Source: an optimization exercise on an open RTL-to-GDS flow (aim: small area, a short achievable clock period and few clock cycles per item). Production flows keep margins and buffers that such runs may drop.
At most, simulation tests tie the RTL to the original design; equivalence was not proved.
Function not checked in runs 1 and 2: the RTL went through the layout flow alone.
Power and IR drop assume default switching activity.

===== flow/config.mk =====
export PLATFORM = sky130hd
export DESIGN_NAME = MS_DMAC_AHBL
export DESIGN_NICKNAME = MS_DMAC_AHBL
export VERILOG_FILES = /design/flow/design.v
export SDC_FILE = /design/flow/constraint.sdc
export NUM_CORES = 4
export LEC_CHECK = 0
export ABC_CLOCK_PERIOD_IN_PS = 2500
export CAP_MARGIN = 20
export CORE_MARGIN = 2
export CORE_UTILIZATION = 40
export SETUP_SLACK_MARGIN = 4.4
export SLEW_MARGIN = 20

===== flow/constraint.sdc =====
create_clock -name core_clock -period 7.0 [get_ports {HCLK}]
set_input_delay 1.4000 -clock core_clock [delete_from_list [all_inputs] [get_ports {HCLK}]]
set_output_delay 1.4000 -clock core_clock [all_outputs]
set_load 0.01 [all_outputs]

===== flow/design.v =====
`timescale          1ns/1ps
`default_nettype    none
module MS_DMAC_AHBL (
    input   wire    HCLK,
    input   wire    HRESETn,
    output  wire    IRQ,
    input wire          HSEL,
    input wire [31:0]   HADDR,
    input wire [1:0]    HTRANS,
    input wire          HWRITE,
    input wire          HREADY,
    input wire [31:0]   HWDATA,
    input wire [2:0]    HSIZE,
    output wire         HREADYOUT,
    output wire [31:0]  HRDATA,
    output wire [31:0]  M_HADDR,
    output wire [1:0]   M_HTRANS,
    output wire [2:0] 	M_HSIZE,
    output wire         M_HWRITE,
    output wire [31:0]  M_HWDATA,
    input wire          M_HREADY,
    input wire [31:0]   M_HRDATA
);
    reg         wr_en;
    reg         s_ctrl, s_stat, s_saddr, s_daddr, s_size, s_trig;
    always @(posedge HCLK or negedge HRESETn)
        if (~HRESETn) wr_en <= 1'b0;
        else wr_en <= HREADY & HSEL & HTRANS[1] & HWRITE & (HADDR[7:5] == 3'b000);
    always @(posedge HCLK) begin
        s_ctrl  <= (HADDR[4:2] == 3'd0);
        s_stat  <= (HADDR[4:2] == 3'd1);
        s_saddr <= (HADDR[4:2] == 3'd2);
        s_daddr <= (HADDR[4:2] == 3'd3);
        s_size  <= (HADDR[4:2] == 3'd4);
        s_trig  <= (HADDR[4:2] == 3'd5);
    end
    wire        trig_wr = wr_en & s_trig;
    reg [31:0]  CTRL_REG;
    reg [31:0]  SADDR_REG;
    reg [31:0]  DADDR_REG;
    reg [15:0]  SIZE_REG;
    always @(posedge HCLK or negedge HRESETn)
        if (~HRESETn) CTRL_REG <= 32'h0;
        else if (wr_en & s_ctrl) CTRL_REG <= HWDATA;
    always @(posedge HCLK or negedge HRESETn)
        if (~HRESETn) SADDR_REG <= 32'h0;
        else if (wr_en & s_saddr) SADDR_REG <= HWDATA;
    always @(posedge HCLK or negedge HRESETn)
        if (~HRESETn) DADDR_REG <= 32'h0;
        else if (wr_en & s_daddr) DADDR_REG <= HWDATA;
    always @(posedge HCLK or negedge HRESETn)
        if (~HRESETn) SIZE_REG <= 16'h0;
        else if (wr_en & s_size) SIZE_REG <= HWDATA[15:0];
    wire        EN        = CTRL_REG[0];
    wire [1:0]  SRC_TYPE  = CTRL_REG[17:16];
    wire [2:0]  SRC_AI    = CTRL_REG[20:18];
    wire [1:0]  DEST_TYPE = CTRL_REG[25:24];
    wire [2:0]  DEST_AI   = CTRL_REG[28:26];
    reg         busy;        
    reg         done;        
    reg         htrans_q;    
    reg         hwrite_q;    
    reg [1:0]   hsize_q;
    reg [15:0]  cntr;        
    reg [31:0]  haddr_q;     
    reg [31:0]  nxaddr_q;    
    reg [31:0]  rdata;
    wire        issue     = htrans_q & M_HREADY;
    wire        last      = (cntr == SIZE_REG);
    wire        start     = trig_wr & HWDATA[0] & EN & (SIZE_REG != 16'h0);
    wire        finish    = busy & EN & ~htrans_q & M_HREADY;
    always @(posedge HCLK or negedge HRESETn)
        if (~HRESETn) begin
            htrans_q <= 1'b0;
            hwrite_q <= 1'b1;
        end else if (start) begin
            htrans_q <= 1'b1;
            hwrite_q <= 1'b0;
        end else if (issue) begin
            if (~hwrite_q) begin
                hwrite_q <= 1'b1;
            end else if (last) begin
                htrans_q <= 1'b0;
            end else begin
                hwrite_q <= 1'b0;
            end
        end
    always @(posedge HCLK)
        if (~htrans_q | M_HREADY)
            hsize_q <= (htrans_q & ~hwrite_q) ? DEST_TYPE : SRC_TYPE;
    always @(posedge HCLK or negedge HRESETn)
        if (~HRESETn) cntr <= 16'h0;
        else if (issue & ~hwrite_q) cntr <= cntr + 16'h1;
        else if (issue & last) cntr <= 16'h0;
    wire [2:0]  ai      = hwrite_q ? DEST_AI : SRC_AI;
    wire [2:0]  step    = (ai == 3'd4) ? 3'd4 :
                          (ai == 3'd2) ? 3'd2 :
                          (ai != 3'd0) ? 3'd1 : 3'd0;
    wire [31:0] stepped = haddr_q + {29'h0, step};
    always @(posedge HCLK)
        if (~htrans_q) begin
            haddr_q  <= SADDR_REG;
            nxaddr_q <= DADDR_REG;
        end else if (M_HREADY) begin
            haddr_q  <= nxaddr_q;
            nxaddr_q <= stepped;
        end
    wire        half_from_word = (SRC_TYPE == 2'd2) & (DEST_TYPE == 2'd1);
    always @(posedge HCLK)
        if (htrans_q & hwrite_q) begin
            rdata[15:0]  <= M_HRDATA[15:0];
            rdata[31:16] <= half_from_word ? M_HRDATA[15:0] : M_HRDATA[31:16];
        end
    always @(posedge HCLK or negedge HRESETn)
        if (~HRESETn) busy <= 1'b0;
        else if (trig_wr) busy <= HWDATA[0];
        else if (finish) busy <= 1'b0;
    always @(posedge HCLK or negedge HRESETn)
        if (~HRESETn) done <= 1'b0;
        else if (trig_wr) done <= 1'b0;
        else if (finish) done <= 1'b1;
    assign IRQ       = done;
    assign HREADYOUT = 1'b1;
    assign HRDATA = ({32{s_ctrl}}  & CTRL_REG)
                  | ({32{s_saddr}} & SADDR_REG)
                  | ({32{s_daddr}} & DADDR_REG)
                  | ({32{s_size}}  & {16'h0, SIZE_REG})
                  | {31'h0, (s_stat & done) | (s_trig & busy)};
    assign M_HADDR  = haddr_q;
    assign M_HTRANS = {htrans_q, 1'b0};
    assign M_HWRITE = hwrite_q;
    assign M_HSIZE  = {1'b0, hsize_q};
    assign M_HWDATA = rdata;
endmodule

===== flow/run.sh =====
#!/bin/bash
# synth_recipe.tcl (not shown) runs the flow's synth.tcl, then flattens the netlist and writes it again
# the make line also repeats each setting of config.mk as NAME=value (left out here)
make -C /OpenROAD-flow-scripts/flow DESIGN_CONFIG=/design/flow/config.mk WORK_HOME=/design/flow/orfs CLKGATE_MAP_FILE= SYNTH_SCRIPT=/design/flow/synth_recipe.tcl finish

==> key figures, run 1 <==
Global route
  • Total GRT Usage: 22.3%
  • GRT overflow: 0
  • Largest net degree at the start of global routing: 74
  • First-pass GRT wire length: ~49 mm
  • Vias in the first global route: between 8k and 9k
  • Initial antenna violation count: 0

Detailed routing
  • Initial DRC count: ~610
  • Wire length on met2: about 16 mm
  • Drc violations: 0
  • Via count: around 8.1k
  • Max layer used: met4
  • Mean routed wirelength per cell: between 20 and 25 um
  • Metal3 WL: 1.62 mm
  • Metal-1 WL: 14.4 mm
  • Wirelength, routed: approximately 33 mm
  • DRT Pass-1 Iters: 6
  • Detail Route Antenna Nets: 0
  • Vias/cell: 5.54

Critical path
  • Worst Path Buf+Inv: 3
  • R2R Setup Slk: roughly 4.1 ns
  • CP Max Fanout: 7
  • Crit path launch: s_ctrl$_DFF_P_
  • Crit path depth: 4
  • R2R Path Start: hwrite_q$_DFFE_PN1P_
  • Endpoint class of the critical path: output pin
  • CP Capture Point: HRDATA[18]
  • FF-to-FF End: nxaddr_q[20]$_DFFE_PP_
  • Crit path max-delay cell type: dfxtp_4
  • Worst r2r path cells: 12
  • CP delay by family, top: buffers and inverters
  • CP max stage delay: 0.39 ns
  • WP data arrival: 1.72 ns
  • Setup CP Type: reg -> out
  • Crit start category: flop
  • Crit-path cells: buf_12 -> a222oi_1 -> inv_1 -> buf_2
  • CP Data Required Time: approximately 5.6 ns

Floorplan
  • Die width: around 170 um
  • Core area: 27000 um^2
  • Starting Density: 40.7%
  • Die height: 170 um
  • Die ar.: ~29000 um^2
  • Num rows: 60
  • I/O pin total: about 210

Synth
  • Number of flops mapped to enable cells by yosys: between 90 and 100
  • Main synth FF type: dfrtp_1
  • Post-synthesis cell area: about 11000 um^2
  • Synth area leaders: dfrtp_1 30%, edfxtp_1 27%, mux2_2 17%
  • Synth cell types: 63
  • Seq/Total Area, Yosys: just under 60%
  • Mapped Cells: around 840
  • Register bit total from synthesis: about 240
  • Synthesized area per cell: between 10 and 15 um^2
  • Post-synth top area cell: dfrtp_1
  • Yosys warnings: 1
  • Area share of the largest cell type after synthesis: a little under a third
  • Fraction of registers with async set/reset: 56.1%

Timing
  • Sum Neg Setup Slack: 0 ns
  • Min cycle time layout: between 3 and 4 ns
  • Final period util: between 40% and 50%
  • Clock Skew: 0.0251 ns
  • Max Freq: around 0.32 GHz
  • Final hold violations: 0
  • Rel. slew slack: about two fifths
  • Final setup viols: 0
  • RSZ-0062 raised after global routing: yes
  • Worst-Margin Slew: roughly 0.88 ns
  • Max-slew violations: 0

Clock network
  • Root Driver: clkbuf_16
  • H-tree levels: 1
  • CTS tree: yes
  • Clock transition at path regs: around 0.060 ns
  • CTS max path bufs: 3
  • TritonCTS Buffers: 27
  • Hold Buf Count CTS: 0
  • Skew-Pair Late Insertion Delay: approximately 0.56 ns
  • CTS Sinks: about 240

Cells and area
  • Share of layout cells above drive strength 1: a little over two fifths
  • Commonest cells after routing, fill and taps aside: 168 x mux2_2, 131 x dfrtp_1, 98 x edfxtp_1
  • Nets: around 1.2k
  • Area growth, synth to finish: 38.8%
  • Leading cell type in the layout, fill and taps excluded: mux2_2
  • Antenna fix cells: 0
  • Utilization after layout: 56.4%

Placed design
  • I/O Buffers: about 180
  • Routability Congestion: ~0.8
  • Hpwl dp: between 15 and 20 mm

Flow run
  • MaxCap Viol Count: 0

Power and ir drop
  • Worst IR drop on VDD: just under 200 uV
  • PD cells: between 200 and 250 nW/um^2
  • Pleak: between 6 and 7 nW

Hold path
  • HP Class: reg -> reg
  • Hold wc startpoint: CTRL_REG[22]$_DFFE_PN0P_

Status
  • Status: complete, no violations
==> repair_timing <==
| item | 4_1_cts | 5_1_grt |
|---|---|---|
| gates resized for setup | 388 | 89 |
| setup buffers | 77 | 8 |
| gates cloned | 7 | 2 |
| setup endpoints to repair | 214 | 99 |
| pin swaps | 59 | 65 |
==> cell families (layout without fill, tap and decap cells) <==
logic type | count (synthesis) | after routing | share of synthesized area [%]
other | 2 | 3 | 0.0685
buffers and inverters | 81 | 354 | 2.95
adders and majority gates | 4 | 4 | 0.525
DFF | 237 | 237 | 58.3
xor gates and xnor gates | 41 | 41 | 3.28
and+or+nand+nor | 155 | 157 | 7.51
muxes | 174 | 174 | 17.8
AOI/OAI and AO/OA | 143 | 143 | 9.53
==> how the worst min path moves through the flow <==
stage	end	cells after the start
global route	CTRL_REG[21]$_DFFE_PN0P_	1
CTS	done$_DFFE_PN0P_	1
global placement	CTRL_REG[12]$_DFFE_PN0P_	1
finish	CTRL_REG[22]$_DFFE_PN0P_	1
floorplan	done$_DFFE_PN0P_	1
detailed placement	done$_DFFE_PN0P_	1
==> per-stage QoR <==
stage | total power [mW] | cells | hold slack, ns | instance area [um^2] | setup WS (ns)
2_1_floorplan | 1.74 | 838 | 0.445 | 11000 | 4.20
4_1_cts | 3.37 | 1444 | 0.492 | 14800 | 3.89
5_1_grt | 3.49 | 1454 | 0.522 | 15200 | 3.81
3_3_place_gp | 1.90 | 1310 | 0.488 | 13100 | 3.27
3_5_place_dp | 1.91 | 1310 | 0.492 | 13100 | 3.24
6_report | 3.38 | 1454 | 0.507 | 15200 | 3.88
==> worst register-to-register path: cells and delay by family (launching register included) <==
family	cells	cell delay (ns)
buffers and inverters	3	0.43
XOR/XNOR	1	0.14
adder cells (fa/ha/maj)	2	0.59
multiplexers	1	0.26
AO/OA/AOI/OAI	3	0.38
flip-flops	1	0.49
AND/OR/NAND/NOR	2	0.42
==> synthesized netlist by cell type (10+ instances only) <==
library cell	instances
mux2_2	168
dfrtp_1	132
edfxtp_1	98
nand2_1	41
clkbuf_1	39
nor2_1	39
a21oi_1	36
a22oi_1	33
inv_1	25
xnor2_1	25
a222oi_1	16
xor2_1	16
nand4_1	13
o2bb2ai_1	12
buf_1	10
==> report_power, final <==
| group | internal, mW | total (mW) | switching, mW |
|---|---|---|---|
| registers | 1.51 | 1.57 | 0.0568 |
| clock network | 0.833 | 1.41 | 0.577 |
| logic | 0.215 | 0.405 | 0.190 |
| total | 2.56 | 3.38 | 0.824 |
==> registers in the layout (all words and copies together), names as in the netlist, 2 cells and up <==
signal     flops
hsize_q        2
CTRL_REG      32
SIZE_REG      16
rdata         32
SADDR_REG     32
cntr          16
nxaddr_q      32
haddr_q       32
DADDR_REG     32
==> layer usage <==
layer | vias to the layer above | global-route usage [%]
met5 | - | 0
met4 | 0 | 7.40
met3 | 65 | 3.47
met2 | 238 | 36.9
met1 | 4086 | 30.3
li1 | 3668 | -
==> cell type report <==
class	count	area, um^2
multi-input cells	522	4870
well taps	341	427
inverters	25	93.8
fillers	2221	11700
repair buffers	279	2530
flip-flops and latches	237	6410
clock buffers	42	772
clock inverters	8	105
==> run 2: changes to the inputs <==
--- a/flow/config.mk
+++ b/flow/config.mk
@@ -7,3 +7,2 @@
 export LEC_CHECK = 0
-export ABC_CLOCK_PERIOD_IN_PS = 2500
 export CAP_MARGIN = 20
@@ -11,3 +10,2 @@
 export CORE_UTILIZATION = 40
-export SETUP_SLACK_MARGIN = 4.4
 export SLEW_MARGIN = 20
==> key figures, run 2 <==
Status
  • Status: complete, no violations

Detailed routing
  • Wirelength, routed: 28.4 mm (-13%)
  • Detail Route Antenna Nets: 0 (unchanged)
  • DRT Pass-1 Iters: 5 (-1)
  • Drc violations: 0 (unchanged)
  • Initial DRC count: 502 (-18%)
  • Mean routed wirelength per cell: 20.9 um (-6.9%)
  • Vias/cell: 5.54 (about the same)
  • Via count: 7536 (-6.5%)

Global route
  • Vias in the first global route: 7538 (-7.6%)
  • Initial antenna violation count: 0 (unchanged)
  • Total GRT Usage: 19.7% (-2.6 points)
  • First-pass GRT wire length: 44.1 mm (-9.8%)
  • Largest net degree at the start of global routing: 70 (-5.4%)
  • GRT overflow: 0 (unchanged)

Floorplan
  • Core area: 27000 um^2 (unchanged)
  • I/O pin total: 211 (unchanged)
  • Die height: 170 um (unchanged)
  • Starting Density: 40.7% (unchanged)
  • Num rows: 60 (unchanged)
  • Die width: 170 um (unchanged)
  • Die ar.: 28700 um^2 (unchanged)

Clock network
  • TritonCTS Buffers: 27 (unchanged)
  • CTS tree: yes
  • Root Driver: clkbuf_16
  • Setup Buffers After CTS: 0 (-100%)
  • CTS Sinks: 237 (unchanged)
  • Skew-Pair Late Insertion Delay: 0.54 ns (-0.02 ns)
  • CTS max path bufs: 3 (unchanged)
  • Post-CTS sizing: 0 (-100%)
  • Hold Buf Count CTS: 0 (unchanged)
  • H-tree levels: 1 (unchanged)
  • Clock transition at path regs: 0.06 ns (about the same)

Cells and area
  • Area growth, synth to finish: 26.8%
  • Leading cell type in the layout, fill and taps excluded: clkdlybuf4s50_1
  • Final cell count without fillers: 1361 (-6.4%)
  • Antenna fix cells: 0 (unchanged)
  • Commonest cells after routing, fill and taps aside: 176 x clkdlybuf4s50_1, 168 x mux2_2, 131 x dfrtp_1
  • Final Cell Area: 13900 um^2 (-8.6%)
  • Share of layout cells above drive strength 1: 23.7% (-19 points)
  • Nets: 1110 (-7.7%)
  • Utilization after layout: 51.6% (-4.9 points)
  • Fillers: 2342 (+5.4%)

Placed design
  • Placed Cells: 1311 (+0.076%)
  • Routability Congestion: 0.761 (-3.9%)
  • I/O Buffers: 177 (unchanged)
  • Dpl cell area: 13000 um^2 (-0.19%)
  • Post-place setup slack: 3.09 ns (-0.148 ns)
  • Hpwl dp: 18.5 mm (+0.13%)

Critical path
  • CP delay by family, top: buffers and inverters
  • Crit start category: flop
  • CP Data Required Time: 5.60 ns (about the same)
  • CP Capture Point: HRDATA[20]
  • Worst r2r path cells: 9 (-3)
  • Setup CP Type: reg -> out
  • R2R Setup Slk: 3.08 ns (-0.97 ns)
  • Crit path max-delay cell type: dfxtp_1
  • Crit path depth: 4 (unchanged)
  • Worst Path Buf+Inv: 3 (unchanged)
  • CP max stage delay: 0.77 ns (+0.38 ns)
  • Crit path launch: s_ctrl$_DFF_P_
  • Crit-path cells: buf_4 -> a222oi_1 -> inv_1 -> clkdlybuf4s50_1
  • R2R Path Start: hwrite_q$_DFFE_PN1P_
  • CP Max Fanout: 21 (+14)
  • Endpoint class of the critical path: output pin
  • FF-to-FF End: nxaddr_q[31]$_DFFE_PP_
  • WP data arrival: 2.68 ns (+0.96 ns)

Synth
  • Fraction of registers with async set/reset: 56.1% (unchanged)
  • Synth cell types: 63 (unchanged)
  • Number of flops mapped to enable cells by yosys: 98 (unchanged)
  • Post-synthesis cell area: 11000 um^2 (unchanged)
  • Seq/Total Area, Yosys: 58.3% (unchanged)
  • Yosys warnings: 1 (unchanged)
  • Synth area leaders: dfrtp_1 30%, edfxtp_1 27%, mux2_2 17%
  • Synthesized area per cell: 13.1 um^2 (unchanged)
  • Post-synth top cells: 168 x mux2_2, 132 x dfrtp_1, 98 x edfxtp_1
  • Area share of the largest cell type after synthesis: 30.1% (unchanged)
  • Main synth FF type: dfrtp_1
  • Post-synth top area cell: dfrtp_1
  • Most common cell in the netlist: mux2_2
  • Mapped Cells: 837 (unchanged)
  • Register bit total from synthesis: 237 (unchanged)

Hold path
  • Hold Path Depth: 1 (unchanged)
  • HP Class: reg -> reg

Timing
  • RSZ-0062 raised after global routing: no
  • Final setup viols: 0 (unchanged)
  • Rel. slew slack: 32.5% (-8.8 points)
  • Clock Skew: 0.0136 ns (-0.0116 ns)
  • Final period util: 58.2% (+14 points)
  • Max-slew violations: 0 (unchanged)
  • Max Freq: 0.245 GHz (-24%)
  • Min cycle time layout: 4.08 ns (+0.959 ns)
  • Worst-Margin Slew: 1.01 ns (+0.127 ns)
  • Final hold violations: 0 (unchanged)
  • Sum Neg Setup Slack: 0 ns (unchanged)
  • Worst setup margin: 2.92 ns (-0.959 ns)
  • Worst hold margin: 0.500 ns (-0.00712 ns)

Power and ir drop
  • Total power: 3.23 mW (-4.7%)
  • Worst IR drop on VDD: 130 uV (-33%)
  • PD cells: 232 nW/um^2 (+4.4%)
  • Pleak: 5.41 nW (-12%)

Flow run
  • MaxCap Viol Count: 0 (unchanged)
-- run 2: power breakdown --
group | internal [mW] | switching [mW]
Combinational | 0.165 | 0.125
Sequential | 1.51 | 0.0732
Clock | 0.787 | 0.564
-- run 2: logic make-up (layout without fill, tap and decap cells) --
logic type / after synthesis / after routing / share of synthesized area (%)
flops: 237 / 237 / 58.3
mux: 174 / 174 / 17.8
simple gates: 155 / 155 / 7.51
compound gates: 143 / 143 / 9.53
buf+inv: 81 / 263 / 2.95
xor+xnor: 41 / 41 / 3.28
fa+ha+maj: 4 / 4 / 0.525
other cells: 2 / 3 / 0.0685
-- run 2: routing by layer --
layer	vias up	global-route usage, %	wire length, um
met5	-	0	0
met3	38	2.47	1330
met2	198	32.6	13700
met1	3810	27.7	12800
li1	3490	-	-
met4	0	5.05	520
-- run 2: how the worst min path moves through the flow --
stage	startpoint	end	slack [ns]
after CTS	s_trig$_DFF_P_	done$_DFFE_PN0P_	0.50
after global routing	CTRL_REG[1]$_DFFE_PN0P_	CTRL_REG[1]$_DFFE_PN0P_	0.51
final	s_trig$_DFF_P_	done$_DFFE_PN0P_	0.50
after global placement	s_trig$_DFF_P_	done$_DFFE_PN0P_	0.48
after floorplan	s_trig$_DFF_P_	done$_DFFE_PN0P_	0.44
after detailed placement	CTRL_REG[29]$_DFFE_PN0P_	CTRL_REG[29]$_DFFE_PN0P_	0.49
-- run 2: layout make-up --
type	count	area, um^2	area share [%]
multi-input cells	520	4280	30.8
clock inverters	14	97.6	0.702
repair buffers	188	1860	13.4
flip-flops and latches	237	6400	46.0
inverters	25	93.8	0.675
well taps	341	427	3.07
clock buffers	36	749	5.39
==> run 3: changes to the inputs <==
--- a/flow/design.v
+++ b/flow/design.v
@@ -62,6 +62,4 @@
     reg         hwrite_q;    
-    reg [1:0]   hsize_q;
     reg [15:0]  cntr;        
-    reg [31:0]  haddr_q;     
-    reg [31:0]  nxaddr_q;    
+    reg [31:0]  haddr_q;
     reg [31:0]  rdata;
@@ -71,2 +69,8 @@
     wire        finish    = busy & EN & ~htrans_q & M_HREADY;
+    wire [2:0]  ai        = hwrite_q ? SRC_AI : DEST_AI;
+    wire [31:0] base      = hwrite_q ? SADDR_REG : DADDR_REG;
+    wire [17:0] offset    = (ai == 3'd4) ? {cntr, 2'b00} :
+                            (ai == 3'd2) ? {1'b0, cntr, 1'b0} :
+                            (ai != 3'd0) ? {2'b00, cntr} : 18'h0;
+    wire [31:0] next_addr = base + {14'h0, offset};
     always @(posedge HCLK or negedge HRESETn)
@@ -87,5 +91,2 @@
         end
-    always @(posedge HCLK)
-        if (~htrans_q | M_HREADY)
-            hsize_q <= (htrans_q & ~hwrite_q) ? DEST_TYPE : SRC_TYPE;
     always @(posedge HCLK or negedge HRESETn)
@@ -94,15 +95,4 @@
         else if (issue & last) cntr <= 16'h0;
-    wire [2:0]  ai      = hwrite_q ? DEST_AI : SRC_AI;
-    wire [2:0]  step    = (ai == 3'd4) ? 3'd4 :
-                          (ai == 3'd2) ? 3'd2 :
-                          (ai != 3'd0) ? 3'd1 : 3'd0;
-    wire [31:0] stepped = haddr_q + {29'h0, step};
     always @(posedge HCLK)
-        if (~htrans_q) begin
-            haddr_q  <= SADDR_REG;
-            nxaddr_q <= DADDR_REG;
-        end else if (M_HREADY) begin
-            haddr_q  <= nxaddr_q;
-            nxaddr_q <= stepped;
-        end
+        if (~htrans_q | M_HREADY) haddr_q <= next_addr;
     wire        half_from_word = (SRC_TYPE == 2'd2) & (DEST_TYPE == 2'd1);
@@ -131,3 +121,3 @@
     assign M_HWRITE = hwrite_q;
-    assign M_HSIZE  = {1'b0, hsize_q};
+    assign M_HSIZE  = {1'b0, hwrite_q ? DEST_TYPE : SRC_TYPE};
     assign M_HWDATA = rdata;
==> key figures, run 3 <==
Detailed routing
  • Initial DRC count: 569 (+13%)
  • Via count: 7688 (+2.0%)
  • Detail Route Antenna Nets: 0 (unchanged)
  • Vias/cell: 5.48 (-1.0%)
  • Wirelength, routed: 26.6 mm (-6.3%)
  • Drc violations: 0 (unchanged)
  • Mean routed wirelength per cell: 19.0 um (-9.1%)
  • DRT Pass-1 Iters: 10 (+5)

Power and ir drop
  • Int Power: 2.44 mW (-0.85%)
  • Worst IR drop on VDD: 161 uV (+24%)
  • Net Sw Power: 910 uW (+19%)
  • PD cells: 251 nW/um^2 (+8.3%)
  • Share of power burned in combinational logic: 20.8% (+12 points)
  • Clk pwr share: 35.8% (-6.1 points)
  • Sw frac: 27.1% (+3.5 points)
  • Part of the power in registers: 43.4% (-5.8 points)
  • Pleak: 5.41 nW (-0.14%)
  • Total power: 3.35 mW (+3.9%)

Global route
  • Met2 Usage GRT: 29.2% (-3.4 points)
  • M1 GR Usage: 27.2% (-0.58 points)
  • GRT busiest layer: met2
  • Met3 GRT Util: 3.28% (+0.81 points)
  • Largest net degree at the start of global routing: 71 (+1.4%)
  • GRT overflow: 0 (unchanged)
  • Vias in the first global route: 7582 (+0.58%)
  • First-pass GRT wire length: 42.2 mm (-4.5%)
  • Total GRT Usage: 18.7% (-1.0 points)
  • Initial antenna violation count: 0 (unchanged)

Synth
  • Number of flops mapped to enable cells by yosys: 64 (-35%)
  • Post-synthesis cell area: 10600 um^2 (-3.5%)
  • Post-synthesis simple-gate area fraction: 9.66% (+2.1 points)
  • Mux cell area share after synthesis: 17.3% (-0.51 points)
  • Adder-Cell Fraction of Synth Area: 2.44% (+1.9 points)
  • Area share of the largest cell type after synthesis: 31.2% (+1.1 points)
  • Register bit total from synthesis: 203 (-14%)
  • Fraction of registers with async set/reset: 65.5% (+9.4 points)
  • Seq/Total Area, Yosys: 50.8% (-7.5 points)
  • Main synth FF type: dfrtp_1
  • Synth area leaders: dfrtp_1 31%, edfxtp_1 18%, mux2_2 16%
  • Main combinational cell family by area after synthesis: multiplexers
  • Post-synth top cells: 150 x mux2_2, 132 x dfrtp_1, 74 x nand2_1
  • Synthesized area per cell: 11.7 um^2 (-10%)
  • Yosys warnings: 1 (unchanged)
  • Mapped Cells: 901 (+7.6%)
  • Xor/xnor share of the synthesized area: 3.89% (+0.62 points)
  • Synth cell types: 74 (+17%)
  • Post-synth top area cell: dfrtp_1
  • Most common cell in the netlist: mux2_2
  • Synth Area in Compound Gates: 12.6% (+3.1 points)

Floorplan
  • Die ar.: 27700 um^2 (-3.5%)
  • Die width: 167 um (-1.7%)
  • Starting Density: 40.7% (about the same)
  • Die height: 167 um (-1.7%)
  • Num rows: 59 (-1.7%)
  • I/O pin total: 211 (unchanged)
  • Core area: 26000 um^2 (-3.6%)

Clock network
  • Setup Buffers After CTS: 0 (unchanged)
  • CTS Sinks: 203 (-14%)
  • H-tree levels: 1 (unchanged)
  • Clock transition at path regs: 0.06 ns (about the same)
  • Root Driver: clkbuf_16
  • CTS max path bufs: 3 (unchanged)
  • Skew-Pair Late Insertion Delay: 0.51 ns (-0.03 ns)
  • CTS tree: yes
  • Hold Buf Count CTS: 0 (unchanged)
  • Post-CTS sizing: 0 (unchanged)
  • TritonCTS Buffers: 23 (-15%)

Placed design
  • I/O Buffers: 177 (unchanged)
  • Post-place setup slack: 2.15 ns (-0.948 ns)
  • Hpwl dp: 18.8 mm (+1.4%)
  • Routability Congestion: 0.843 (+11%)
  • Dpl cell area: 12600 um^2 (-3.6%)

Critical path
  • CP Max Fanout: 40 (+90%)
  • Endpoint class of the critical path: flop
  • Crit start category: flop
  • Setup CP Type: reg -> reg
  • CP Data Required Time: 7.24 ns (+1.64 ns)
  • WP data arrival: 5.09 ns (+2.41 ns)

Cells and area
  • Antenna fix cells: 0 (unchanged)
  • Leading cell type in the layout, fill and taps excluded: clkdlybuf4s50_1
  • Nets: 1179 (+6.2%)
  • Share of layout cells above drive strength 1: 20.3% (-3.4 points)
  • Area growth, synth to finish: 26.2%
  • Final Cell Area: 13300 um^2 (-4.0%)
  • Commonest cells after routing, fill and taps aside: 176 x clkdlybuf4s50_1, 150 x mux2_2, 132 x dfrtp_1

Timing
  • Worst-Margin Slew: 0.954 ns (-0.0527 ns)
  • Rel. slew slack: 36.2% (+3.7 points)
  • Final setup viols: 0 (unchanged)
  • Final hold violations: 0 (unchanged)
  • Worst setup margin: 2.15 ns (-0.773 ns)
  • Max Freq: 0.206 GHz (-16%)
  • Sum Neg Setup Slack: 0 ns (unchanged)
  • Final period util: 69.3% (+11 points)
  • Min cycle time layout: 4.85 ns (+0.773 ns)
  • Max-slew violations: 0 (unchanged)
  • RSZ-0062 raised after global routing: no
  • Clock Skew: 0.0120 ns (-0.00154 ns)

Flow run
  • MaxCap Viol Count: 0 (unchanged)

Status
  • Status: complete, no violations

Hold path
  • HP Class: reg -> reg
==> run 3: changes by cell type after synthesis, moves of 9 or more <==
cell	before	now
xnor2_1	25	34
ha_1	3	19
o21ai_0	4	37
a21o_1	4	14
nand3_1	9	25
mux2_2	168	150
o2bb2ai_1	12	0
edfxtp_1	98	64
nor2_1	39	30
nand2_1	41	74
==> run 3: cell families (layout without fill, tap and decap cells) <==
| kind of cell | Yosys count | after routing |
|---|---|---|
| and+or+nand+nor | 196 | 196 |
| muxes | 164 | 164 |
| other | 2 | 3 |
| adders and majority gates | 20 | 20 |
| xor gates and xnor gates | 47 | 47 |
| buffers and inverters | 81 | 247 |
| AOI/OAI and AO/OA | 188 | 188 |
| DFF | 203 | 203 |
==> run 3: cell type report <==
cell class                      count  area [um^2]
Timing Repair Buffer              183         1810
Fill cell                        2326        12600
Inverter                           23         86.3
Clock inverter                     11          104
Clock buffer                       30          653
Tap cell                          335          419
Sequential cell                   203         5380
Multi-Input combinational cell    618         4890
==> run 3: final timing paths <==
path,start,cells after the start,end,slack (ns)
max in group asynchronous,HRESETn,2,DADDR_REG[17]$_DFFE_PN0P_,4.62
hold / removal,CTRL_REG[10]$_DFFE_PN0P_,1,CTRL_REG[10]$_DFFE_PN0P_,0.51
min in group asynchronous,HRESETn,1,CTRL_REG[4]$_DFFE_PN0P_,1.02
hold reg to reg,CTRL_REG[10]$_DFFE_PN0P_,1,CTRL_REG[10]$_DFFE_PN0P_,0.51
setup reg to reg,hwrite_q$_DFFE_PN1P_,12,haddr_q[24]$_DFFE_PP_,2.15
setup / recovery,hwrite_q$_DFFE_PN1P_,12,haddr_q[24]$_DFFE_PP_,2.15
==> run 3: worst max-delay path: stages (launching register included) <==
cell	delay, ns
dfstp_2	1.00
buf_4	0.53
o32a_1	0.55
nor2_2	0.25
a22oi_1	0.20
a21oi_1	0.10
fa_1	0.48
a21o_1	0.21
a221o_1	0.40
o2111ai_2	0.32
nand3_1	0.25
nand4b_1	0.19
o211ai_2	0.10
==> run 3: per-layer routing <==
metal	vias to the layer above	part of all wire (%)	wire [um]
met1	3739	48	12700
met3	35	6.6	1770
li1	3652	-	-
met4	0	1.9	495
met5	-	0	0
met2	262	44	11700
==> run 3: per-stage QoR <==
step	hold WS (ns)	instances	utilization (%)
2_1_floorplan	0.474	902	-
3_3_place_gp	0.487	1362	48.4
3_5_place_dp	0.494	1362	48.4
4_1_cts	0.508	1403	51.3
5_1_grt	0.523	1403	51.3
6_report	0.505	1403	51.3
==> run 3: power by group through the flow <==
stage | sequential, mW | combinational [mW] | clock, mW
finish | 1.46 | 0.696 | 1.20
global route | 1.47 | 0.759 | 1.28
detailed placement | 1.48 | 0.698 | 0
floorplan | 1.46 | 0.395 | 0
global placement | 1.48 | 0.693 | 0
CTS | 1.46 | 0.702 | 1.23
Testbench counts of run 3, summed over its fixed seeds: cycles 18,508, items 5,221.

## static timing again, ports no longer ideal
Ports are ideal in the flow. The routed layouts listed here were re-timed in OpenROAD.
Step 1, drivers: a clkbuf_16 drives HCLK and a buf_2 each remaining input, both assumed.
Step 2 times the ports against the registers' clock, not the clock port: input delays grow and output delays shrink by t, the midpoint of the rising clock arrivals with the driver on.
Three values: no drivers, after step 1, after step 2; two values: the first two.
run | shift t [ns] | slack for setup (ns) | latest minus earliest clock arrival (ns)
run 1 | 0.594 | 3.883 / 3.833 / 3.976 | 0.026 / 0.026
run 2 | 0.577 | 2.924 / 2.877 / 3.077 | 0.014 / 0.014
run 3 | 0.548 | 2.150 / 2.150 / 2.150 | 0.013 / 0.013
After both steps setup and hold are still met in every run listed.
